Source: an optimization exercise on an open RTL-to-GDS flow (aim: small area, a short achievable clock period and few clock cycles per item). Production flows keep margins and buffers that such runs may drop.
Only simulation tests tie the RTL to the original design; equivalence was not proved.

===== design/flow/design.v =====
`timescale 1ns/10ps
module IOTDF( clk, rst, in_en, iot_in, fn_sel, busy, valid, iot_out);
input          clk;
input          rst;
input          in_en;
input  [7:0]   iot_in;
input  [2:0]   fn_sel;
output         busy;
output         valid;
output [127:0] iot_out;
localparam ENCRYPT = 1, DECRYPT = 2, CRC_GEN = 3, TOP2MAX = 4, LAST2MIN = 5;
localparam FUNC_LEFT_1 = 0, FUNC_LEFT_2 = 1, FUNC_RIGHT_1 = 2, FUNC_RIGHT_2 = 3, FUNC_KEEP = 4;
reg [3:0]cnt_read_r, cnt_read_w;  
reg [2:0]cnt_round_r, cnt_round_w;  
reg [1:0]start_output_flag_r, start_output_flag_w;  
reg [2:0] fn_sel_r;
wire [2:0]fn_sel_w = fn_sel;
reg [127:0]iot_in_r, iot_in_w;
reg valid_r;
reg [127:0]iot_out1_r, iot_out1_w;
reg [127:0]iot_out2_r, iot_out2_w;
wire [63:0]IP_out;
wire [31:0]IP_out_L, IP_out_R;
wire [63:0]FP_in, FP_out;
wire [31:0]XOR_out, XOR_in1, XOR_in2;
reg [31:0]MUX_out1_63_32, MUX_out1_31_0;
wire [63:0]MUX_out1_127_64;
wire [55:0]MUX_sub_key_gen_in;
reg [2:0]sub_key_gen_func;
wire [55:0]PC1_out;
wire [47:0]KEY;
wire [55:0]KEY_before_PC2_w, KEY_before_PC2_r;  
wire [2:0]CRC_remainder;
reg [10:0]crc_dividend_in;
reg [127:0]crc_iot_out1_w;
reg Is_in_biggerthan_out1_r, Is_in_biggerthan_out1_w;  
reg Is_in_biggerthan_out2_r, Is_in_biggerthan_out2_w;  
wire Is_in_biggerthan_out1_8b, Is_in_biggerthan_out2_8b;  
wire Is_in_equal_out1_8b, Is_in_equal_out2_8b;  
reg [7:0]cmp_in_in, cmp_in_out1, cmp_in_out2;  
assign busy = 0;
assign valid = valid_r; 
assign iot_out = ((fn_sel_r==TOP2MAX || fn_sel_r==LAST2MIN) && cnt_read_r==1)? iot_out1_r:iot_out2_r;  
always@(*)begin
	cnt_read_w = (in_en)?cnt_read_r + 1'b1:cnt_read_r;
end
always@(posedge clk or posedge rst)begin
	if(rst) cnt_read_r <= 0;
	else cnt_read_r <= cnt_read_w;
end
always@(*)begin
	cnt_round_w = (cnt_read_r==15)? cnt_round_r + 1'b1:cnt_round_r;
end
always@(posedge clk or posedge rst)begin
	if(rst) cnt_round_r <= 0;
	else cnt_round_r <= cnt_round_w;
end
always@(*)begin
	if(start_output_flag_r==0 && cnt_read_r==15)start_output_flag_w = 1;
	else if(start_output_flag_r==1 && cnt_read_r==15)start_output_flag_w = 2;
	else start_output_flag_w = start_output_flag_r;
end
always@(posedge clk or posedge rst)begin
	if(rst) start_output_flag_r <= 0;
	else start_output_flag_r <= start_output_flag_w;
end
always@(posedge clk)begin  
	if(rst)begin end
	else fn_sel_r <= fn_sel_w;
end
always@(posedge clk or posedge rst)begin
	if(rst) valid_r <= 1'b0;
	else if((fn_sel_r==TOP2MAX || fn_sel_r==LAST2MIN))begin
		valid_r <= ((cnt_read_r==0 || cnt_read_r==1) && cnt_round_r==0 && start_output_flag_r == 2);
	end
	else begin
		valid_r <= (cnt_read_r==0 && start_output_flag_r == 2);
	end 
end
always@(posedge clk)begin
	if(rst)begin end
	else iot_in_r <= iot_in_w;
end
always@(*)begin
	iot_out1_w = iot_out1_r;
	if(fn_sel_r==ENCRYPT || fn_sel_r==DECRYPT)begin
		iot_out1_w[63:0] = {MUX_out1_63_32, MUX_out1_31_0};
		iot_out1_w[119:64] = KEY_before_PC2_w;
	end
	else if(fn_sel_r==CRC_GEN)begin
		if(cnt_read_r==0)iot_out1_w = iot_in_r;
		else iot_out1_w = crc_iot_out1_w;
	end
	else begin  
		if(cnt_round_r==1 && cnt_read_r==0)begin  
			iot_out1_w = iot_in_r; 
		end
		else if(cnt_read_r==0)begin  
			if((fn_sel_r==TOP2MAX  &&   Is_in_biggerthan_out1_w &&  Is_in_biggerthan_out2_w)||
			   (fn_sel_r==LAST2MIN && (!Is_in_biggerthan_out1_w)&&(!Is_in_biggerthan_out2_w))) iot_out1_w = iot_in_r;
		end
	end
end
always@(posedge clk)begin
	if(rst)begin end
	else iot_out1_r <= iot_out1_w;
end
always@(*)begin
	iot_out2_w = iot_out2_r;
	if(fn_sel_r==ENCRYPT || fn_sel_r==DECRYPT)begin
		if(cnt_read_r==0)iot_out2_w[63:0] = FP_out;  
		if(cnt_read_r==1)iot_out2_w[127:64] = iot_in_r[127:64];  
	end
	else if(fn_sel_r==CRC_GEN)begin
		if(cnt_read_r==0)iot_out2_w = CRC_remainder; 
	end
	else begin  
		if(cnt_round_r==1 && cnt_read_r==0)begin  
			iot_out2_w = (fn_sel_r==TOP2MAX)? 0:{128{1'b1}};  
		end
		else if(cnt_read_r==0)begin  
			if(fn_sel_r==TOP2MAX && Is_in_biggerthan_out2_w)begin
				if(Is_in_biggerthan_out1_w) iot_out2_w = iot_out1_r;
				else iot_out2_w = iot_in_r;
			end
			if(fn_sel_r==LAST2MIN && !Is_in_biggerthan_out2_w)begin
				if(!Is_in_biggerthan_out1_w) iot_out2_w = iot_out1_r;
				else iot_out2_w = iot_in_r;
			end
		end
	end
end
always@(posedge clk)begin
	if(rst)begin end
	else iot_out2_r <= iot_out2_w;
end
assign IP_out = {iot_in_r[ 6],iot_in_r[14],iot_in_r[22],iot_in_r[30]
			    ,iot_in_r[38],iot_in_r[46],iot_in_r[54],iot_in_r[62]
			    ,iot_in_r[ 4],iot_in_r[12],iot_in_r[20],iot_in_r[28]
			    ,iot_in_r[36],iot_in_r[44],iot_in_r[52],iot_in_r[60]
			    ,iot_in_r[ 2],iot_in_r[10],iot_in_r[18],iot_in_r[26]
			    ,iot_in_r[34],iot_in_r[42],iot_in_r[50],iot_in_r[58]
			    ,iot_in_r[ 0],iot_in_r[ 8],iot_in_r[16],iot_in_r[24]
			    ,iot_in_r[32],iot_in_r[40],iot_in_r[48],iot_in_r[56]
			    ,iot_in_r[ 7],iot_in_r[15],iot_in_r[23],iot_in_r[31]
			    ,iot_in_r[39],iot_in_r[47],iot_in_r[55],iot_in_r[63]
			    ,iot_in_r[ 5],iot_in_r[13],iot_in_r[21],iot_in_r[29]
			    ,iot_in_r[37],iot_in_r[45],iot_in_r[53],iot_in_r[61]
			    ,iot_in_r[ 3],iot_in_r[11],iot_in_r[19],iot_in_r[27]
			    ,iot_in_r[35],iot_in_r[43],iot_in_r[51],iot_in_r[59]
			    ,iot_in_r[ 1],iot_in_r[ 9],iot_in_r[17],iot_in_r[25]
			    ,iot_in_r[33],iot_in_r[41],iot_in_r[49],iot_in_r[57]};
assign 	{IP_out_L, IP_out_R} = IP_out;
assign FP_in = {XOR_out, iot_out1_r[31:0]};
assign FP_out = {FP_in[24],FP_in[56],FP_in[16],FP_in[48]
			    ,FP_in[ 8],FP_in[40],FP_in[ 0],FP_in[32]
			    ,FP_in[25],FP_in[57],FP_in[17],FP_in[49]
			    ,FP_in[ 9],FP_in[41],FP_in[ 1],FP_in[33]
			    ,FP_in[26],FP_in[58],FP_in[18],FP_in[50]
			    ,FP_in[10],FP_in[42],FP_in[ 2],FP_in[34]
			    ,FP_in[27],FP_in[59],FP_in[19],FP_in[51]
			    ,FP_in[11],FP_in[43],FP_in[ 3],FP_in[35]
			    ,FP_in[28],FP_in[60],FP_in[20],FP_in[52]
			    ,FP_in[12],FP_in[44],FP_in[ 4],FP_in[36]
			    ,FP_in[29],FP_in[61],FP_in[21],FP_in[53]
			    ,FP_in[13],FP_in[45],FP_in[ 5],FP_in[37]
			    ,FP_in[30],FP_in[62],FP_in[22],FP_in[54]
			    ,FP_in[14],FP_in[46],FP_in[ 6],FP_in[38]
			    ,FP_in[31],FP_in[63],FP_in[23],FP_in[55]
			    ,FP_in[15],FP_in[47],FP_in[ 7],FP_in[39]};
assign PC1_out = {iot_in_r[ 71],iot_in_r[ 79],iot_in_r[ 87],iot_in_r[95]
				 ,iot_in_r[103],iot_in_r[111],iot_in_r[119],iot_in_r[127]
				 ,iot_in_r[ 70],iot_in_r[ 78],iot_in_r[ 86],iot_in_r[94]
				 ,iot_in_r[102],iot_in_r[110],iot_in_r[118],iot_in_r[126]
				 ,iot_in_r[ 69],iot_in_r[ 77],iot_in_r[ 85],iot_in_r[93]
				 ,iot_in_r[101],iot_in_r[109],iot_in_r[117],iot_in_r[125]
				 ,iot_in_r[ 68],iot_in_r[ 76],iot_in_r[ 84],iot_in_r[92]
				 ,iot_in_r[ 65],iot_in_r[ 73],iot_in_r[ 81],iot_in_r[89]
				 ,iot_in_r[ 97],iot_in_r[105],iot_in_r[113],iot_in_r[121]
				 ,iot_in_r[ 66],iot_in_r[ 74],iot_in_r[ 82],iot_in_r[90]
				 ,iot_in_r[ 98],iot_in_r[106],iot_in_r[114],iot_in_r[122]
				 ,iot_in_r[ 67],iot_in_r[ 75],iot_in_r[ 83],iot_in_r[91]
				 ,iot_in_r[ 99],iot_in_r[107],iot_in_r[115],iot_in_r[123]
				 ,iot_in_r[100],iot_in_r[108],iot_in_r[116],iot_in_r[124]};
assign KEY_before_PC2_r = iot_out1_r[119:64];
assign KEY = {KEY_before_PC2_r[42],KEY_before_PC2_r[39],KEY_before_PC2_r[45],KEY_before_PC2_r[32]			     
			 ,KEY_before_PC2_r[55],KEY_before_PC2_r[51],KEY_before_PC2_r[53],KEY_before_PC2_r[28]			     
			 ,KEY_before_PC2_r[41],KEY_before_PC2_r[50],KEY_before_PC2_r[35],KEY_before_PC2_r[46]			     
			 ,KEY_before_PC2_r[33],KEY_before_PC2_r[37],KEY_before_PC2_r[44],KEY_before_PC2_r[52]			     
			 ,KEY_before_PC2_r[30],KEY_before_PC2_r[48],KEY_before_PC2_r[40],KEY_before_PC2_r[49]			     
			 ,KEY_before_PC2_r[29],KEY_before_PC2_r[36],KEY_before_PC2_r[43],KEY_before_PC2_r[54]			     
			 ,KEY_before_PC2_r[15],KEY_before_PC2_r[ 4],KEY_before_PC2_r[25],KEY_before_PC2_r[19]			     
			 ,KEY_before_PC2_r[ 9],KEY_before_PC2_r[ 1],KEY_before_PC2_r[26],KEY_before_PC2_r[16]			     
			 ,KEY_before_PC2_r[ 5],KEY_before_PC2_r[11],KEY_before_PC2_r[23],KEY_before_PC2_r[ 8]			     
			 ,KEY_before_PC2_r[12],KEY_before_PC2_r[ 7],KEY_before_PC2_r[17],KEY_before_PC2_r[ 0]			     
			 ,KEY_before_PC2_r[22],KEY_before_PC2_r[ 3],KEY_before_PC2_r[10],KEY_before_PC2_r[14]			
			 ,KEY_before_PC2_r[ 6],KEY_before_PC2_r[20],KEY_before_PC2_r[27],KEY_before_PC2_r[24]};
always@(*)begin
	if(fn_sel_r==1)begin  
		if(cnt_read_r==0||cnt_read_r==1||cnt_read_r==8||cnt_read_r==15) sub_key_gen_func = FUNC_LEFT_1;  
		else sub_key_gen_func = FUNC_LEFT_2;  
	end
	else begin  
		if(cnt_read_r==0||cnt_read_r==1||cnt_read_r==8||cnt_read_r==15) sub_key_gen_func = (cnt_read_r==0)? FUNC_KEEP:FUNC_RIGHT_1;  
		else sub_key_gen_func = FUNC_RIGHT_2;  
	end
end
Sub_Key Sub_Key_u(
	.sub_key_in(MUX_sub_key_gen_in),
	.func_in(sub_key_gen_func),
	.sub_key_out(KEY_before_PC2_w));	
F_Function F_Function_u(
.key_in(KEY),
.R_in(iot_out1_r[31:0]),
.F_out(XOR_in2));
assign XOR_in1 = iot_out1_r[63:32];
assign XOR_out = XOR_in1 ^ XOR_in2;
assign MUX_sub_key_gen_in = (cnt_read_r==0)? PC1_out:KEY_before_PC2_r;
always@(*)begin
	if(cnt_read_r==0)MUX_out1_63_32 = IP_out_L;
	else MUX_out1_63_32 = iot_out1_r[31:0];
end
always@(*)begin
	if(cnt_read_r==0)MUX_out1_31_0 = IP_out_R;
	else MUX_out1_31_0 = XOR_out;
end
CRC_Gen CRC_Gen_u(
.crc_dividend_in(crc_dividend_in),  
.crc_remainder_out(CRC_remainder));
always@(*)begin
	Is_in_biggerthan_out1_w = (Is_in_equal_out1_8b)? Is_in_biggerthan_out1_r:Is_in_biggerthan_out1_8b;
	Is_in_biggerthan_out2_w = (Is_in_equal_out2_8b)? Is_in_biggerthan_out2_r:Is_in_biggerthan_out2_8b;
end
always@(posedge clk)begin
	if(rst)begin end
	else begin
		Is_in_biggerthan_out1_r <= Is_in_biggerthan_out1_w;
		Is_in_biggerthan_out2_r <= Is_in_biggerthan_out2_w;
	end
end
always@(*)begin
	iot_in_w = iot_in_r;
	crc_iot_out1_w = iot_out1_r;
	case(cnt_read_r)
	1:begin
		cmp_in_in   =   iot_in_r[7:0];
		cmp_in_out1 = iot_out1_r[7:0];
		cmp_in_out2 = iot_out2_r[7:0];
		iot_in_w[15:8] = iot_in;
		crc_dividend_in = iot_out1_r[127:117];
		crc_iot_out1_w[119:117] = CRC_remainder;
	end
	2:begin
		cmp_in_in   =   iot_in_r[15:8];
		cmp_in_out1 = iot_out1_r[15:8];
		cmp_in_out2 = iot_out2_r[15:8];
		iot_in_w[23:16] = iot_in;
		crc_dividend_in = iot_out1_r[119:109];
		crc_iot_out1_w[111:109] = CRC_remainder;
	end
	3:begin
		cmp_in_in   =   iot_in_r[23:16];
		cmp_in_out1 = iot_out1_r[23:16];
		cmp_in_out2 = iot_out2_r[23:16];
		iot_in_w[31:24] = iot_in;
		crc_dividend_in = iot_out1_r[111:101];
		crc_iot_out1_w[103:101] = CRC_remainder;
	end
	4:begin
		cmp_in_in   =   iot_in_r[31:24];
		cmp_in_out1 = iot_out1_r[31:24];
		cmp_in_out2 = iot_out2_r[31:24];
		iot_in_w[39:32] = iot_in;
		crc_dividend_in = iot_out1_r[103:93];
		crc_iot_out1_w[95:93] = CRC_remainder;
	end
	5:begin
		cmp_in_in   =   iot_in_r[39:32];
		cmp_in_out1 = iot_out1_r[39:32];
		cmp_in_out2 = iot_out2_r[39:32];
		iot_in_w[47:40] = iot_in;
		crc_dividend_in = iot_out1_r[95:85];
		crc_iot_out1_w[87:85] = CRC_remainder;
	end
	6:begin
		cmp_in_in   =   iot_in_r[47:40];
		cmp_in_out1 = iot_out1_r[47:40];
		cmp_in_out2 = iot_out2_r[47:40];
		iot_in_w[55:48] = iot_in;
		crc_dividend_in = iot_out1_r[87:77];
		crc_iot_out1_w[79:77] = CRC_remainder;
	end
	7:begin
		cmp_in_in   =   iot_in_r[55:48];
		cmp_in_out1 = iot_out1_r[55:48];
		cmp_in_out2 = iot_out2_r[55:48];
		iot_in_w[63:56] = iot_in;
		crc_dividend_in = iot_out1_r[79:69];
		crc_iot_out1_w[71:69] = CRC_remainder;
	end
	8:begin
		cmp_in_in   =   iot_in_r[63:56];
		cmp_in_out1 = iot_out1_r[63:56];
		cmp_in_out2 = iot_out2_r[63:56];
		iot_in_w[71:64] = iot_in;
		crc_dividend_in = iot_out1_r[71:61];
		crc_iot_out1_w[63:61] = CRC_remainder;
	end
	9:begin
		cmp_in_in   =   iot_in_r[71:64];
		cmp_in_out1 = iot_out1_r[71:64];
		cmp_in_out2 = iot_out2_r[71:64];
		iot_in_w[79:72] = iot_in;
		crc_dividend_in = iot_out1_r[63:53];
		crc_iot_out1_w[55:53] = CRC_remainder;
	end
	10:begin
		cmp_in_in   =   iot_in_r[79:72];
		cmp_in_out1 = iot_out1_r[79:72];
		cmp_in_out2 = iot_out2_r[79:72];
		iot_in_w[87:80] = iot_in;
		crc_dividend_in = iot_out1_r[55:45];
		crc_iot_out1_w[47:45] = CRC_remainder;
	end
	11:begin
		cmp_in_in   =   iot_in_r[87:80];
		cmp_in_out1 = iot_out1_r[87:80];
		cmp_in_out2 = iot_out2_r[87:80];
		iot_in_w[95:88] = iot_in;
		crc_dividend_in = iot_out1_r[47:37];
		crc_iot_out1_w[39:37] = CRC_remainder;
	end
	12:begin
		cmp_in_in   =   iot_in_r[95:88];
		cmp_in_out1 = iot_out1_r[95:88];
		cmp_in_out2 = iot_out2_r[95:88];
		iot_in_w[103:96] = iot_in;
		crc_dividend_in = iot_out1_r[39:29];
		crc_iot_out1_w[31:29] = CRC_remainder;
	end
	13:begin
		cmp_in_in   =   iot_in_r[103:96];
		cmp_in_out1 = iot_out1_r[103:96];
		cmp_in_out2 = iot_out2_r[103:96];
		iot_in_w[111:104] = iot_in;
		crc_dividend_in = iot_out1_r[31:21];
		crc_iot_out1_w[23:21] = CRC_remainder;
	end
	14:begin
		cmp_in_in   =   iot_in_r[111:104];
		cmp_in_out1 = iot_out1_r[111:104];
		cmp_in_out2 = iot_out2_r[111:104];
		iot_in_w[119:112] = iot_in;
		crc_dividend_in = iot_out1_r[23:13];
		crc_iot_out1_w[15:13] = CRC_remainder;
	end
	15:begin
		cmp_in_in   =   iot_in_r[119:112];
		cmp_in_out1 = iot_out1_r[119:112];
		cmp_in_out2 = iot_out2_r[119:112];
		iot_in_w[127:120] = iot_in;
		crc_dividend_in = iot_out1_r[15:5];
		crc_iot_out1_w[7:5] = CRC_remainder;
	end
	0:begin
		cmp_in_in   =   iot_in_r[127:120];
		cmp_in_out1 = iot_out1_r[127:120];
		cmp_in_out2 = iot_out2_r[127:120];
		iot_in_w[7:0] = iot_in;
		crc_dividend_in = {iot_out1_r[7:0], 3'b0};
	end
	endcase
end
assign Is_in_biggerthan_out1_8b = (cmp_in_in > cmp_in_out1);
assign Is_in_biggerthan_out2_8b = (cmp_in_in > cmp_in_out2);
assign Is_in_equal_out1_8b = (cmp_in_in == cmp_in_out1);
assign Is_in_equal_out2_8b = (cmp_in_in == cmp_in_out2);
endmodule
module F_Function(
input   [47:0] key_in,
input   [31:0] R_in,
output  [31:0] F_out);
wire [47:0]expansion_out = {R_in[ 0],R_in[31],R_in[30],R_in[29]
						   ,R_in[28],R_in[27],R_in[28],R_in[27]
						   ,R_in[26],R_in[25],R_in[24],R_in[23]
						   ,R_in[24],R_in[23],R_in[22],R_in[21]
						   ,R_in[20],R_in[19],R_in[20],R_in[19]
						   ,R_in[18],R_in[17],R_in[16],R_in[15]
						   ,R_in[16],R_in[15],R_in[14],R_in[13]
						   ,R_in[12],R_in[11],R_in[12],R_in[11]
						   ,R_in[10],R_in[ 9],R_in[ 8],R_in[ 7]
						   ,R_in[ 8],R_in[ 7],R_in[ 6],R_in[ 5]
						   ,R_in[ 4],R_in[ 3],R_in[ 4],R_in[ 3]
						   ,R_in[ 2],R_in[ 1],R_in[ 0],R_in[31]};
wire [47:0]xor_out = key_in ^ expansion_out;
wire [5:0]S1_in = xor_out[47:42];
wire [5:0]S2_in = xor_out[41:36];
wire [5:0]S3_in = xor_out[35:30];
wire [5:0]S4_in = xor_out[29:24];
wire [5:0]S5_in = xor_out[23:18];
wire [5:0]S6_in = xor_out[17:12];
wire [5:0]S7_in = xor_out[11: 6];
wire [5:0]S8_in = xor_out[ 5: 0];
reg [3:0]S1_out;
reg [3:0]S2_out;
reg [3:0]S3_out;
reg [3:0]S4_out;
reg [3:0]S5_out;
reg [3:0]S6_out;
reg [3:0]S7_out;
reg [3:0]S8_out;
always@(*)begin
	case({S1_in[5], S1_in[0]})
		2'b00:begin
			case(S1_in[4:1])
				4'b0000: S1_out = 14;
				4'b0001: S1_out = 4;
				4'b0010: S1_out = 13;
				4'b0011: S1_out = 1;
				4'b0100: S1_out = 2;
				4'b0101: S1_out = 15;
				4'b0110: S1_out = 11;
				4'b0111: S1_out = 8;
				4'b1000: S1_out = 3;
				4'b1001: S1_out = 10;
				4'b1010: S1_out = 6;
				4'b1011: S1_out = 12;
				4'b1100: S1_out = 5;
				4'b1101: S1_out = 9;
				4'b1110: S1_out = 0;
				4'b1111: S1_out = 7;
			endcase
		end
		2'b01:begin
			case(S1_in[4:1])
				4'b0000: S1_out = 0;
				4'b0001: S1_out = 15;
				4'b0010: S1_out = 7;
				4'b0011: S1_out = 4;
				4'b0100: S1_out = 14;
				4'b0101: S1_out = 2;
				4'b0110: S1_out = 13;
				4'b0111: S1_out = 1;
				4'b1000: S1_out = 10;
				4'b1001: S1_out = 6;
				4'b1010: S1_out = 12;
				4'b1011: S1_out = 11;
				4'b1100: S1_out = 9;
				4'b1101: S1_out = 5;
				4'b1110: S1_out = 3;
				4'b1111: S1_out = 8;
			endcase
		end
		2'b10:begin
			case(S1_in[4:1])
				4'b0000: S1_out = 4;
				4'b0001: S1_out = 1;
				4'b0010: S1_out = 14;
				4'b0011: S1_out = 8;
				4'b0100: S1_out = 13;
				4'b0101: S1_out = 6;
				4'b0110: S1_out = 2;
				4'b0111: S1_out = 11;
				4'b1000: S1_out = 15;
				4'b1001: S1_out = 12;
				4'b1010: S1_out = 9;
				4'b1011: S1_out = 7;
				4'b1100: S1_out = 3;
				4'b1101: S1_out = 10;
				4'b1110: S1_out = 5;
				4'b1111: S1_out = 0;
			endcase
		end
		2'b11:begin
			case(S1_in[4:1])
				4'b0000: S1_out = 15;
				4'b0001: S1_out = 12;
				4'b0010: S1_out = 8;
				4'b0011: S1_out = 2;
				4'b0100: S1_out = 4;
				4'b0101: S1_out = 9;
				4'b0110: S1_out = 1;
				4'b0111: S1_out = 7;
				4'b1000: S1_out = 5;
				4'b1001: S1_out = 11;
				4'b1010: S1_out = 3;
				4'b1011: S1_out = 14;
				4'b1100: S1_out = 10;
				4'b1101: S1_out = 0;
				4'b1110: S1_out = 6;
				4'b1111: S1_out = 13;
			endcase
		end
	endcase
end
always@(*)begin
	case({S2_in[5], S2_in[0]})
		2'b00:begin
			case(S2_in[4:1])
				4'b0000: S2_out = 15;
				4'b0001: S2_out = 1;
				4'b0010: S2_out = 8;
				4'b0011: S2_out = 14;
				4'b0100: S2_out = 6;
				4'b0101: S2_out = 11;
				4'b0110: S2_out = 3;
				4'b0111: S2_out = 4;
				4'b1000: S2_out = 9;
				4'b1001: S2_out = 7;
				4'b1010: S2_out = 2;
				4'b1011: S2_out = 13;
				4'b1100: S2_out = 12;
				4'b1101: S2_out = 0;
				4'b1110: S2_out = 5;
				4'b1111: S2_out = 10;
			endcase
		end
		2'b01:begin
			case(S2_in[4:1])
				4'b0000: S2_out = 3;
				4'b0001: S2_out = 13;
				4'b0010: S2_out = 4;
				4'b0011: S2_out = 7;
				4'b0100: S2_out = 15;
				4'b0101: S2_out = 2;
				4'b0110: S2_out = 8;
				4'b0111: S2_out = 14;
				4'b1000: S2_out = 12;
				4'b1001: S2_out = 0;
				4'b1010: S2_out = 1;
				4'b1011: S2_out = 10;
				4'b1100: S2_out = 6;
				4'b1101: S2_out = 9;
				4'b1110: S2_out = 11;
				4'b1111: S2_out = 5;
			endcase
		end
		2'b10:begin
			case(S2_in[4:1])
				4'b0000: S2_out = 0;
				4'b0001: S2_out = 14;
				4'b0010: S2_out = 7;
				4'b0011: S2_out = 11;
				4'b0100: S2_out = 10;
				4'b0101: S2_out = 4;
				4'b0110: S2_out = 13;
				4'b0111: S2_out = 1;
				4'b1000: S2_out = 5;
				4'b1001: S2_out = 8;
				4'b1010: S2_out = 12;
				4'b1011: S2_out = 6;
				4'b1100: S2_out = 9;
				4'b1101: S2_out = 3;
				4'b1110: S2_out = 2;
				4'b1111: S2_out = 15;
			endcase
		end
		2'b11:begin
			case(S2_in[4:1])
				4'b0000: S2_out = 13;
				4'b0001: S2_out = 8;
				4'b0010: S2_out = 10;
				4'b0011: S2_out = 1;
				4'b0100: S2_out = 3;
				4'b0101: S2_out = 15;
				4'b0110: S2_out = 4;
				4'b0111: S2_out = 2;
				4'b1000: S2_out = 11;
				4'b1001: S2_out = 6;
				4'b1010: S2_out = 7;
				4'b1011: S2_out = 12;
				4'b1100: S2_out = 0;
				4'b1101: S2_out = 5;
				4'b1110: S2_out = 14;
				4'b1111: S2_out = 9;
			endcase
		end
	endcase
end
always@(*)begin
	case({S3_in[5], S3_in[0]})
		2'b00:begin
			case(S3_in[4:1])
				4'b0000: S3_out = 10;
				4'b0001: S3_out = 0;
				4'b0010: S3_out = 9;
				4'b0011: S3_out = 14;
				4'b0100: S3_out = 6;
				4'b0101: S3_out = 3;
				4'b0110: S3_out = 15;
				4'b0111: S3_out = 5;
				4'b1000: S3_out = 1;
				4'b1001: S3_out = 13;
				4'b1010: S3_out = 12;
				4'b1011: S3_out = 7;
				4'b1100: S3_out = 11;
				4'b1101: S3_out = 4;
				4'b1110: S3_out = 2;
				4'b1111: S3_out = 8;
			endcase
		end
		2'b01:begin
			case(S3_in[4:1])
				4'b0000: S3_out = 13;
				4'b0001: S3_out = 7;
				4'b0010: S3_out = 0;
				4'b0011: S3_out = 9;
				4'b0100: S3_out = 3;
				4'b0101: S3_out = 4;
				4'b0110: S3_out = 6;
				4'b0111: S3_out = 10;
				4'b1000: S3_out = 2;
				4'b1001: S3_out = 8;
				4'b1010: S3_out = 5;
				4'b1011: S3_out = 14;
				4'b1100: S3_out = 12;
				4'b1101: S3_out = 11;
				4'b1110: S3_out = 15;
				4'b1111: S3_out = 1;
			endcase
		end
		2'b10:begin
			case(S3_in[4:1])
				4'b0000: S3_out = 13;
				4'b0001: S3_out = 6;
				4'b0010: S3_out = 4;
				4'b0011: S3_out = 9;
				4'b0100: S3_out = 8;
				4'b0101: S3_out = 15;
				4'b0110: S3_out = 3;
				4'b0111: S3_out = 0;
				4'b1000: S3_out = 11;
				4'b1001: S3_out = 1;
				4'b1010: S3_out = 2;
				4'b1011: S3_out = 12;
				4'b1100: S3_out = 5;
				4'b1101: S3_out = 10;
				4'b1110: S3_out = 14;
				4'b1111: S3_out = 7;
			endcase
		end
		2'b11:begin
			case(S3_in[4:1])
				4'b0000: S3_out = 1;
				4'b0001: S3_out = 10;
				4'b0010: S3_out = 13;
				4'b0011: S3_out = 0;
				4'b0100: S3_out = 6;
				4'b0101: S3_out = 9;
				4'b0110: S3_out = 8;
				4'b0111: S3_out = 7;
				4'b1000: S3_out = 4;
				4'b1001: S3_out = 15;
				4'b1010: S3_out = 14;
				4'b1011: S3_out = 3;
				4'b1100: S3_out = 11;
				4'b1101: S3_out = 5;
				4'b1110: S3_out = 2;
				4'b1111: S3_out = 12;
			endcase
		end
	endcase
end
always@(*)begin
	case({S4_in[5], S4_in[0]})
		2'b00:begin
			case(S4_in[4:1])
				4'b0000: S4_out = 7;
				4'b0001: S4_out = 13;
				4'b0010: S4_out = 14;
				4'b0011: S4_out = 3;
				4'b0100: S4_out = 0;
				4'b0101: S4_out = 6;
				4'b0110: S4_out = 9;
				4'b0111: S4_out = 10;
				4'b1000: S4_out = 1;
				4'b1001: S4_out = 2;
				4'b1010: S4_out = 8;
				4'b1011: S4_out = 5;
				4'b1100: S4_out = 11;
				4'b1101: S4_out = 12;
				4'b1110: S4_out = 4;
				4'b1111: S4_out = 15;
			endcase
		end
		2'b01:begin
			case(S4_in[4:1])
				4'b0000: S4_out = 13;
				4'b0001: S4_out = 8;
				4'b0010: S4_out = 11;
				4'b0011: S4_out = 5;
				4'b0100: S4_out = 6;
				4'b0101: S4_out = 15;
				4'b0110: S4_out = 0;
				4'b0111: S4_out = 3;
				4'b1000: S4_out = 4;
				4'b1001: S4_out = 7;
				4'b1010: S4_out = 2;
				4'b1011: S4_out = 12;
				4'b1100: S4_out = 1;
				4'b1101: S4_out = 10;
				4'b1110: S4_out = 14;
				4'b1111: S4_out = 9;
			endcase
		end
		2'b10:begin
			case(S4_in[4:1])
				4'b0000: S4_out = 10;
				4'b0001: S4_out = 6;
				4'b0010: S4_out = 9;
				4'b0011: S4_out = 0;
				4'b0100: S4_out = 12;
				4'b0101: S4_out = 11;
				4'b0110: S4_out = 7;
				4'b0111: S4_out = 13;
				4'b1000: S4_out = 15;
				4'b1001: S4_out = 1;
				4'b1010: S4_out = 3;
				4'b1011: S4_out = 14;
				4'b1100: S4_out = 5;
				4'b1101: S4_out = 2;
				4'b1110: S4_out = 8;
				4'b1111: S4_out = 4;
			endcase
		end
		2'b11:begin
			case(S4_in[4:1])
				4'b0000: S4_out = 3;
				4'b0001: S4_out = 15;
				4'b0010: S4_out = 0;
				4'b0011: S4_out = 6;
				4'b0100: S4_out = 10;
				4'b0101: S4_out = 1;
				4'b0110: S4_out = 13;
				4'b0111: S4_out = 8;
				4'b1000: S4_out = 9;
				4'b1001: S4_out = 4;
				4'b1010: S4_out = 5;
				4'b1011: S4_out = 11;
				4'b1100: S4_out = 12;
				4'b1101: S4_out = 7;
				4'b1110: S4_out = 2;
				4'b1111: S4_out = 14;
			endcase
		end
	endcase
end
always@(*)begin
	case({S5_in[5], S5_in[0]})
		2'b00:begin
			case(S5_in[4:1])
				4'b0000: S5_out = 2;
				4'b0001: S5_out = 12;
				4'b0010: S5_out = 4;
				4'b0011: S5_out = 1;
				4'b0100: S5_out = 7;
				4'b0101: S5_out = 10;
				4'b0110: S5_out = 11;
				4'b0111: S5_out = 6;
				4'b1000: S5_out = 8;
				4'b1001: S5_out = 5;
				4'b1010: S5_out = 3;
				4'b1011: S5_out = 15;
				4'b1100: S5_out = 13;
				4'b1101: S5_out = 0;
				4'b1110: S5_out = 14;
				4'b1111: S5_out = 9;
			endcase
		end
		2'b01:begin
			case(S5_in[4:1])
				4'b0000: S5_out = 14;
				4'b0001: S5_out = 11;
				4'b0010: S5_out = 2;
				4'b0011: S5_out = 12;
				4'b0100: S5_out = 4;
				4'b0101: S5_out = 7;
				4'b0110: S5_out = 13;
				4'b0111: S5_out = 1;
				4'b1000: S5_out = 5;
				4'b1001: S5_out = 0;
				4'b1010: S5_out = 15;
				4'b1011: S5_out = 10;
				4'b1100: S5_out = 3;
				4'b1101: S5_out = 9;
				4'b1110: S5_out = 8;
				4'b1111: S5_out = 6;
			endcase
		end
		2'b10:begin
			case(S5_in[4:1])
				4'b0000: S5_out = 4;
				4'b0001: S5_out = 2;
				4'b0010: S5_out = 1;
				4'b0011: S5_out = 11;
				4'b0100: S5_out = 10;
				4'b0101: S5_out = 13;
				4'b0110: S5_out = 7;
				4'b0111: S5_out = 8;
				4'b1000: S5_out = 15;
				4'b1001: S5_out = 9;
				4'b1010: S5_out = 12;
				4'b1011: S5_out = 5;
				4'b1100: S5_out = 6;
				4'b1101: S5_out = 3;
				4'b1110: S5_out = 0;
				4'b1111: S5_out = 14;
			endcase
		end
		2'b11:begin
			case(S5_in[4:1])
				4'b0000: S5_out = 11;
				4'b0001: S5_out = 8;
				4'b0010: S5_out = 12;
				4'b0011: S5_out = 7;
				4'b0100: S5_out = 1;
				4'b0101: S5_out = 14;
				4'b0110: S5_out = 2;
				4'b0111: S5_out = 13;
				4'b1000: S5_out = 6;
				4'b1001: S5_out = 15;
				4'b1010: S5_out = 0;
				4'b1011: S5_out = 9;
				4'b1100: S5_out = 10;
				4'b1101: S5_out = 4;
				4'b1110: S5_out = 5;
				4'b1111: S5_out = 3;
			endcase
		end
	endcase
end
always@(*)begin
	case({S6_in[5], S6_in[0]})
		2'b00:begin
			case(S6_in[4:1])
				4'b0000: S6_out = 12;
				4'b0001: S6_out = 1;
				4'b0010: S6_out = 10;
				4'b0011: S6_out = 15;
				4'b0100: S6_out = 9;
				4'b0101: S6_out = 2;
				4'b0110: S6_out = 6;
				4'b0111: S6_out = 8;
				4'b1000: S6_out = 0;
				4'b1001: S6_out = 13;
				4'b1010: S6_out = 3;
				4'b1011: S6_out = 4;
				4'b1100: S6_out = 14;
				4'b1101: S6_out = 7;
				4'b1110: S6_out = 5;
				4'b1111: S6_out = 11;
			endcase
		end
		2'b01:begin
			case(S6_in[4:1])
				4'b0000: S6_out = 10;
				4'b0001: S6_out = 15;
				4'b0010: S6_out = 4;
				4'b0011: S6_out = 2;
				4'b0100: S6_out = 7;
				4'b0101: S6_out = 12;
				4'b0110: S6_out = 9;
				4'b0111: S6_out = 5;
				4'b1000: S6_out = 6;
				4'b1001: S6_out = 1;
				4'b1010: S6_out = 13;
				4'b1011: S6_out = 14;
				4'b1100: S6_out = 0;
				4'b1101: S6_out = 11;
				4'b1110: S6_out = 3;
				4'b1111: S6_out = 8;
			endcase
		end
		2'b10:begin
			case(S6_in[4:1])
				4'b0000: S6_out = 9;
				4'b0001: S6_out = 14;
				4'b0010: S6_out = 15;
				4'b0011: S6_out = 5;
				4'b0100: S6_out = 2;
				4'b0101: S6_out = 8;
				4'b0110: S6_out = 12;
				4'b0111: S6_out = 3;
				4'b1000: S6_out = 7;
				4'b1001: S6_out = 0;
				4'b1010: S6_out = 4;
				4'b1011: S6_out = 10;
				4'b1100: S6_out = 1;
				4'b1101: S6_out = 13;
				4'b1110: S6_out = 11;
				4'b1111: S6_out = 6;
			endcase
		end
		2'b11:begin
			case(S6_in[4:1])
				4'b0000: S6_out = 4;
				4'b0001: S6_out = 3;
				4'b0010: S6_out = 2;
				4'b0011: S6_out = 12;
				4'b0100: S6_out = 9;
				4'b0101: S6_out = 5;
				4'b0110: S6_out = 15;
				4'b0111: S6_out = 10;
				4'b1000: S6_out = 11;
				4'b1001: S6_out = 14;
				4'b1010: S6_out = 1;
				4'b1011: S6_out = 7;
				4'b1100: S6_out = 6;
				4'b1101: S6_out = 0;
				4'b1110: S6_out = 8;
				4'b1111: S6_out = 13;
			endcase
		end
	endcase
end
always@(*)begin
	case({S7_in[5], S7_in[0]})
		2'b00:begin
			case(S7_in[4:1])
				4'b0000: S7_out = 4;
				4'b0001: S7_out = 11;
				4'b0010: S7_out = 2;
				4'b0011: S7_out = 14;
				4'b0100: S7_out = 15;
				4'b0101: S7_out = 0;
				4'b0110: S7_out = 8;
				4'b0111: S7_out = 13;
				4'b1000: S7_out = 3;
				4'b1001: S7_out = 12;
				4'b1010: S7_out = 9;
				4'b1011: S7_out = 7;
				4'b1100: S7_out = 5;
				4'b1101: S7_out = 10;
				4'b1110: S7_out = 6;
				4'b1111: S7_out = 1;
			endcase
		end
		2'b01:begin
			case(S7_in[4:1])
				4'b0000: S7_out = 13;
				4'b0001: S7_out = 0;
				4'b0010: S7_out = 11;
				4'b0011: S7_out = 7;
				4'b0100: S7_out = 4;
				4'b0101: S7_out = 9;
				4'b0110: S7_out = 1;
				4'b0111: S7_out = 10;
				4'b1000: S7_out = 14;
				4'b1001: S7_out = 3;
				4'b1010: S7_out = 5;
				4'b1011: S7_out = 12;
				4'b1100: S7_out = 2;
				4'b1101: S7_out = 15;
				4'b1110: S7_out = 8;
				4'b1111: S7_out = 6;
			endcase
		end
		2'b10:begin
			case(S7_in[4:1])
				4'b0000: S7_out = 1;
				4'b0001: S7_out = 4;
				4'b0010: S7_out = 11;
				4'b0011: S7_out = 13;
				4'b0100: S7_out = 12;
				4'b0101: S7_out = 3;
				4'b0110: S7_out = 7;
				4'b0111: S7_out = 14;
				4'b1000: S7_out = 10;
				4'b1001: S7_out = 15;
				4'b1010: S7_out = 6;
				4'b1011: S7_out = 8;
				4'b1100: S7_out = 0;
				4'b1101: S7_out = 5;
				4'b1110: S7_out = 9;
				4'b1111: S7_out = 2;
			endcase
		end
		2'b11:begin
			case(S7_in[4:1])
				4'b0000: S7_out = 6;
				4'b0001: S7_out = 11;
				4'b0010: S7_out = 13;
				4'b0011: S7_out = 8;
				4'b0100: S7_out = 1;
				4'b0101: S7_out = 4;
				4'b0110: S7_out = 10;
				4'b0111: S7_out = 7;
				4'b1000: S7_out = 9;
				4'b1001: S7_out = 5;
				4'b1010: S7_out = 0;
				4'b1011: S7_out = 15;
				4'b1100: S7_out = 14;
				4'b1101: S7_out = 2;
				4'b1110: S7_out = 3;
				4'b1111: S7_out = 12;
			endcase
		end
	endcase
end
always@(*)begin
	case({S8_in[5], S8_in[0]})
		2'b00:begin
			case(S8_in[4:1])
				4'b0000: S8_out = 13;
				4'b0001: S8_out = 2;
				4'b0010: S8_out = 8;
				4'b0011: S8_out = 4;
				4'b0100: S8_out = 6;
				4'b0101: S8_out = 15;
				4'b0110: S8_out = 11;
				4'b0111: S8_out = 1;
				4'b1000: S8_out = 10;
				4'b1001: S8_out = 9;
				4'b1010: S8_out = 3;
				4'b1011: S8_out = 14;
				4'b1100: S8_out = 5;
				4'b1101: S8_out = 0;
				4'b1110: S8_out = 12;
				4'b1111: S8_out = 7;
			endcase
		end
		2'b01:begin
			case(S8_in[4:1])
				4'b0000: S8_out = 1;
				4'b0001: S8_out = 15;
				4'b0010: S8_out = 13;
				4'b0011: S8_out = 8;
				4'b0100: S8_out = 10;
				4'b0101: S8_out = 3;
				4'b0110: S8_out = 7;
				4'b0111: S8_out = 4;
				4'b1000: S8_out = 12;
				4'b1001: S8_out = 5;
				4'b1010: S8_out = 6;
				4'b1011: S8_out = 11;
				4'b1100: S8_out = 0;
				4'b1101: S8_out = 14;
				4'b1110: S8_out = 9;
				4'b1111: S8_out = 2;
			endcase
		end
		2'b10:begin
			case(S8_in[4:1])
				4'b0000: S8_out = 7;
				4'b0001: S8_out = 11;
				4'b0010: S8_out = 4;
				4'b0011: S8_out = 1;
				4'b0100: S8_out = 9;
				4'b0101: S8_out = 12;
				4'b0110: S8_out = 14;
				4'b0111: S8_out = 2;
				4'b1000: S8_out = 0;
				4'b1001: S8_out = 6;
				4'b1010: S8_out = 10;
				4'b1011: S8_out = 13;
				4'b1100: S8_out = 15;
				4'b1101: S8_out = 3;
				4'b1110: S8_out = 5;
				4'b1111: S8_out = 8;
			endcase
		end
		2'b11:begin
			case(S8_in[4:1])
				4'b0000: S8_out = 2;
				4'b0001: S8_out = 1;
				4'b0010: S8_out = 14;
				4'b0011: S8_out = 7;
				4'b0100: S8_out = 4;
				4'b0101: S8_out = 10;
				4'b0110: S8_out = 8;
				4'b0111: S8_out = 13;
				4'b1000: S8_out = 15;
				4'b1001: S8_out = 12;
				4'b1010: S8_out = 9;
				4'b1011: S8_out = 0;
				4'b1100: S8_out = 3;
				4'b1101: S8_out = 5;
				4'b1110: S8_out = 6;
				4'b1111: S8_out = 11;
			endcase
		end
	endcase
end
wire [31:0]P_in = {S1_out,S2_out,S3_out,S4_out,S5_out,S6_out,S7_out,S8_out};
assign F_out = {P_in[16],P_in[25],P_in[12],P_in[11]
			   ,P_in[ 3],P_in[20],P_in[ 4],P_in[15]
			   ,P_in[31],P_in[17],P_in[ 9],P_in[ 6]
			   ,P_in[27],P_in[14],P_in[ 1],P_in[22]
			   ,P_in[30],P_in[24],P_in[ 8],P_in[18]
			   ,P_in[ 0],P_in[ 5],P_in[29],P_in[23]
			   ,P_in[13],P_in[19],P_in[ 2],P_in[26]
			   ,P_in[10],P_in[21],P_in[28],P_in[ 7]};
endmodule
module Sub_Key(
input   [55:0] sub_key_in,
input   [2:0] func_in,
output  reg[55:0] sub_key_out);
localparam FUNC_LEFT_1 = 0, FUNC_LEFT_2 = 1, FUNC_RIGHT_1 = 2, FUNC_RIGHT_2 = 3, FUNC_KEEP = 4;
wire [27:0]sub_key_in_msb = sub_key_in[55:28];
wire [27:0]sub_key_in_lsb = sub_key_in[27:0];
wire [27:0]sub_key_in_msb_left_1 = {sub_key_in_msb[26:0], sub_key_in_msb[27]};
wire [27:0]sub_key_in_lsb_left_1 = {sub_key_in_lsb[26:0], sub_key_in_lsb[27]};
wire [27:0]sub_key_in_msb_left_2 = {sub_key_in_msb[25:0], sub_key_in_msb[27:26]};
wire [27:0]sub_key_in_lsb_left_2 = {sub_key_in_lsb[25:0], sub_key_in_lsb[27:26]};
wire [27:0]sub_key_in_msb_right_1 = {sub_key_in_msb[0], sub_key_in_msb[27:1]};
wire [27:0]sub_key_in_lsb_right_1 = {sub_key_in_lsb[0], sub_key_in_lsb[27:1]};
wire [27:0]sub_key_in_msb_right_2 = {sub_key_in_msb[1:0], sub_key_in_msb[27:2]};
wire [27:0]sub_key_in_lsb_right_2 = {sub_key_in_lsb[1:0], sub_key_in_lsb[27:2]};
always@(*)begin
	case(func_in)
		FUNC_LEFT_1: sub_key_out = {sub_key_in_msb_left_1, sub_key_in_lsb_left_1};
		FUNC_LEFT_2: sub_key_out = {sub_key_in_msb_left_2, sub_key_in_lsb_left_2};
		FUNC_RIGHT_1: sub_key_out = {sub_key_in_msb_right_1, sub_key_in_lsb_right_1};
		FUNC_RIGHT_2: sub_key_out = {sub_key_in_msb_right_2, sub_key_in_lsb_right_2};
		FUNC_KEEP: sub_key_out = sub_key_in;
		default: sub_key_out = sub_key_in;
	endcase
end
endmodule
module CRC_Gen(
input   [10:0] crc_dividend_in,
output   [2:0] crc_remainder_out);
assign crc_remainder_out[2] =  crc_dividend_in[9] ^ crc_dividend_in[8] ^ crc_dividend_in[6] ^ crc_dividend_in[5] ^ crc_dividend_in[3] ^ crc_dividend_in[2];
assign crc_remainder_out[1] =  crc_dividend_in[10] ^ crc_dividend_in[9] ^ crc_dividend_in[7] ^ crc_dividend_in[6] ^ crc_dividend_in[4] ^ crc_dividend_in[3] ^ crc_dividend_in[1];
assign crc_remainder_out[0] =  crc_dividend_in[0];
endmodule

===== design/flow/run.sh =====
#!/bin/bash
# synth_recipe.tcl (not shown) runs the flow's synth.tcl, then flattens the netlist and writes it again
# the make line also repeats each setting of config.mk as NAME=value (left out here)
make -C /OpenROAD-flow-scripts/flow DESIGN_CONFIG=/design/flow/config.mk WORK_HOME=/design/flow/orfs CLKGATE_MAP_FILE= SYNTH_SCRIPT=/design/flow/synth_recipe.tcl finish

===== design/flow/config.mk =====
export PLATFORM = sky130hd
export DESIGN_NAME = IOTDF
export DESIGN_NICKNAME = IOTDF
export VERILOG_FILES = /design/flow/design.v
export SDC_FILE = /design/flow/constraint.sdc
export NUM_CORES = 4
export LEC_CHECK = 0
export CAP_MARGIN = 20
export CORE_MARGIN = 2
export CORE_UTILIZATION = 30
export SETUP_SLACK_MARGIN = 0.1
export SLEW_MARGIN = 20

===== design/flow/constraint.sdc =====
create_clock -name core_clock -period 6.0 [get_ports {clk}]
set_input_delay 1.2000 -clock core_clock [delete_from_list [all_inputs] [get_ports {clk}]]
set_output_delay 1.2000 -clock core_clock [all_outputs]
set_load 0.01 [all_outputs]

==> notes.md <==
what timing repair did:
action | 4_1_cts | 5_1_grt
setup endpoints to repair | 241 | 348
endpoints found under the hold margin | 0 | 0
resized for setup | 2 | 14
pin swaps | 0 | 3
synth_stat cells (13+ instances only):
cell type | count | area share [%]
nand2_1 | 499 | 6.1
edfxtp_1 | 389 | 38
o21ai_0 | 315 | 5.1
clkbuf_1 | 305 | 3.7
a21oi_1 | 297 | 4.8
nor2_1 | 209 | 2.5
mux2_2 | 130 | 4.7
a22oi_1 | 98 | 2.4
a31oi_1 | 87 | 1.8
ha_1 | 85 | 3.4
xnor2_1 | 74 | 2.1
nand3_1 | 71 | 1.1
xor2_1 | 64 | 1.8
a21o_1 | 56 | 1.4
a221oi_1 | 56 | 1.6
a211oi_1 | 54 | 1.3
and3_1 | 51 | 1.0
a22o_1 | 50 | 1.4
o22ai_1 | 48 | 0.97
inv_1 | 39 | 0.47
nor3_1 | 39 | 0.63
o211ai_1 | 39 | 0.95
a311oi_1 | 34 | 0.96
a222oi_1 | 33 | 1.1
buf_1 | 30 | 0.36
buf_2 | 30 | 0.49
mux2i_1 | 30 | 0.97
nand4_1 | 30 | 0.61
mux4_2 | 29 | 2.1
and2_1 | 21 | 0.42
o221ai_1 | 16 | 0.45
nand2b_1 | 15 | 0.30
a211o_1 | 13 | 0.37
flip-flops by register name (all words and copies together), names as in the netlist, 2 cells and up:
name and cells:
iot_out1_r 128, iot_out2_r 128, fn_sel_r 3, cnt_read_r 4, iot_in_r 128, cnt_round_r 3, start_output_flag_r 2
stage by stage:
stage / cells / utilization [%]
2_1_floorplan: 3494 / -
4_1_cts: 4945 / 35.93
5_1_grt: 4945 / 35.99
3_5_place_dp: 4859 / 34.21
6_report: 4958 / 36.02
3_3_place_gp: 4859 / 34.19
final timing paths:
check / startpoint / end / slack, ps
min reg2reg: start_output_flag_r[1] / start_output_flag_r[1] / 490
min in group asynchronous: rst / cnt_read_r[2] / 1510
min: start_output_flag_r[1] / start_output_flag_r[1] / 490
max reg2reg: cnt_read_r[0] / iot_out2_r[48] / 190
max: cnt_read_r[0] / iot_out2_r[48] / 190
max in group asynchronous: rst / cnt_read_r[3] / 3900
kinds of logic (layout without fill, tap and decap cells):
family / count (synthesis) / count (layout)
flops: 399 / 399
fa+ha+maj: 85 / 85
buf+inv: 421 / 504
simple gates: 984 / 984
other cells: 1 / 14
xor+xnor: 141 / 141
mux: 190 / 190
compound gates: 1273 / 1273
worst reg2reg max path, cell delays in order (launching register included):
cell and delay, ps:
dfrtp_1 480, inv_1 110, ha_2 310, and2_1 300
buf_12 210, a22oi_1 530, nand4_1 200, nor3_2 420
buf_4 200, a21oi_1 90, ha_1 320, nand4_1 130
nor4_2 360, a2111oi_2 100, buf_4 150, o211ai_1 480
xor2_4 300, buf_12 300, buf_12 240, nand2_1 70
and3_1 230, o22ai_1 100
metal layers:
layer,global-route usage [%],up-vias
met1,49.00,16790
met3,13.05,710
li1,-,13380
met2,54.11,3100
met4,25.51,10
met5,0,-
layout make-up:
class	count	area (µm²)	area share [%]
timing repair buffer	375	3508	9.545
multi-input combinational	2674	17660	48.06
antenna	13	32.53	0.08851
inverter	43	161.4	0.4391
clock inverter	31	495.5	1.348
sequential	399	11930	32.47
tap	1368	1712	4.657
clock buffer	55	1249	3.397
==> run_results.csv <==
group,metric,value,unit
status,outcome,"finished clean",
place,dp_slack,-147.4,ps
layout,n_fill_cell,10490,
sta,min_period,5811,ps
drt,vias,33990,
floorplanning,io_pins,144,
setup_path,cpLargestDelayFamily,"simple AND/OR/NAND/NOR gates",
drt,top_layer_used,"met5",
drt,wl,210900,µm
sta,fin_ws,189.0,ps
place,dp_hpwl,158000,µm
logic_synthesis,synthAdderAreaFrac,3.438,%
sta,rsz0062_at_grt,"false",
sta,post-route-period-util,96.85,%
drt,wl_met1,80030,µm
drt,post_drt_wl_per_cell,42.54,µm
layout,area_growth,18.81,%
layout,nets,3641,
logic_synthesis,netlist_instances,3494,
place,gp_congestion,1.083,
floorplanning,die_area,0.1057,mm²
sta,fin_skew,23.51,ps
clocking,root_buffer,"clkbuf_16",
drt,postRouteAntennaNets,0,
setup_path,path_buf_inv,6,
layout,layout_commonest_cell,"nand2_1",
place,placed_cell_area,0.03491,mm²
logic_synthesis,post_synth_xor_area_fraction,4.085,%
logic_synthesis,synth_nets,3593,
setup_path,endpoint_kind,"flip-flop",
logic_synthesis,yosys_register_bits,399,
setup_path,crit_fanout,48,
place,io_buffers,142,
drt,drt_iter0_markers,6445,
setup_path,rr_worst_depth,21,
layout,final_cell_mix,"495 x nand2_1, 389 x edfxtp_1, 312 x o21ai_0",
logic_synthesis,synthFlopType,"edfxtp_1",
global_route,grt_pass1_wl,278400,µm
floorplanning,rows,117,
setup_path,cp_data_required_time,6480,ps
clocking,worstSkewPairLatency,670,ps
run,maxCapViolations,0,
global_route,antenna_found_initial,19,
global_route,grt_overflow,0,
clocking,h-tree-depth,2,
drt,wl_met3,28190,µm
logic_synthesis,synth_compound_area_share,26.75,%
logic_synthesis,synth_warnings,3,
setup_path,arrival,6290,ps
setup_path,cpPeakStageDelay,480,ps
clocking,ctsLongestPathBuffers,3,
sta,drv_slew,0,
global_route,grt_pass1_vias,30530,
drt,dr_wl_met2,85440,µm
sta,whs,490.0,ps
layout,post_route_cells_drive_above_1_share,15.24,%
sta,finalSetupViolCount,0,
floorplanning,dieWidth,325.1,µm
clocking,postCtsSetupRepairBufs,0,
logic_synthesis,async_flop_share,2.506,%
logic_synthesis,synth_top_family_by_area,"compound AO/OA/AOI/OAI gates",
floorplanning,initial_core_util,30.32,%
setup_path,crit_cells,21,
floorplanning,fp.dieH,325.1,µm
drt,drc,0,
logic_synthesis,synth_edf_count,389,
drt,vias_per_cell,6.855,
clocking,numCtsBuffers,49,
drt,dr.pass1.iters,9,
setup_path,cp_slowest_cell,"dfrtp_1",
logic_synthesis,synth_area_per_cell,8.854,µm²
sta,tightest_slew,1257,ps
setup_path,cp_common_cell,"buf_12",
min_path,hold_class,"reg -> reg",
logic_synthesis,ys_types,82,
logic_synthesis,yosysSeqAreaShare,38.57,%
global_route,grt_max_degree,160,
floorplanning,coreArea,0.1020,mm²
clocking,path_clk_slew,70,ps
sta,fin_setup_tns,0,ps
clocking,hold_buffers,0,
setup_path,start_kind,"flip-flop",
sta,slew_headroom,15.45,%
sta,max_freq,172.1,MHz
clocking,cts_tree,"built",
min_path,min_path_cells,1,
logic_synthesis,yosys.area_share.simple,13.86,%
logic_synthesis,yosys-mux-area-fraction,7.858,%
logic_synthesis,synth_area,0.03094,mm²
clocking,clock_sinks,399,
global_route,grt_usage,38.22,%
layout,final_area,0.03676,mm²
setup_path,critical_path_class,"reg -> reg",
sta,hold_viol,0,
setup_path,worstPathCellList,"inv_1 -> ha_2 -> and2_1 -> buf_12 -> a22oi_1 -> nand4_1 -> nor3_2 -> buf_4 -> a21oi_1 -> ha_1 -> nand4_1 -> nor4_2 -> a2111oi_2 -> buf_4 -> o211ai_1 -> xor2_4 -> buf_12 -> buf_12 -> nand2_1 -> and3_1 -> o22ai_1",
Testbench counts, summed over its fixed seeds: cycles 41,440, items 1,792.

[separate check: timing with driven ports]
The flow's constraints put no driver on any port. The routed layout listed below was extracted and timed again, unchanged, in two steps.
Step 1 sets driving cells, clkbuf_16 on the clock port and buf_2 on the other inputs (assumed; they add their load-dependent delay and slew).
Step 2, shift: input delay + t, output delay - t, t = (earliest + latest rising clock arrival at the registers) / 2. This alone moves slack from input paths to output paths.
Three values: ideal, step 1, step 2; two values: the first two.
shift t [ns]: 0.722
setup WS [ns]: 0.189 / 0.189 / 0.189
clock arrival spread, ns: 0.023 / 0.024
After both steps this run still meets setup and hold. The setup slack of this run moves by 0.000 ns with the drivers and by 0.000 ns with both steps.
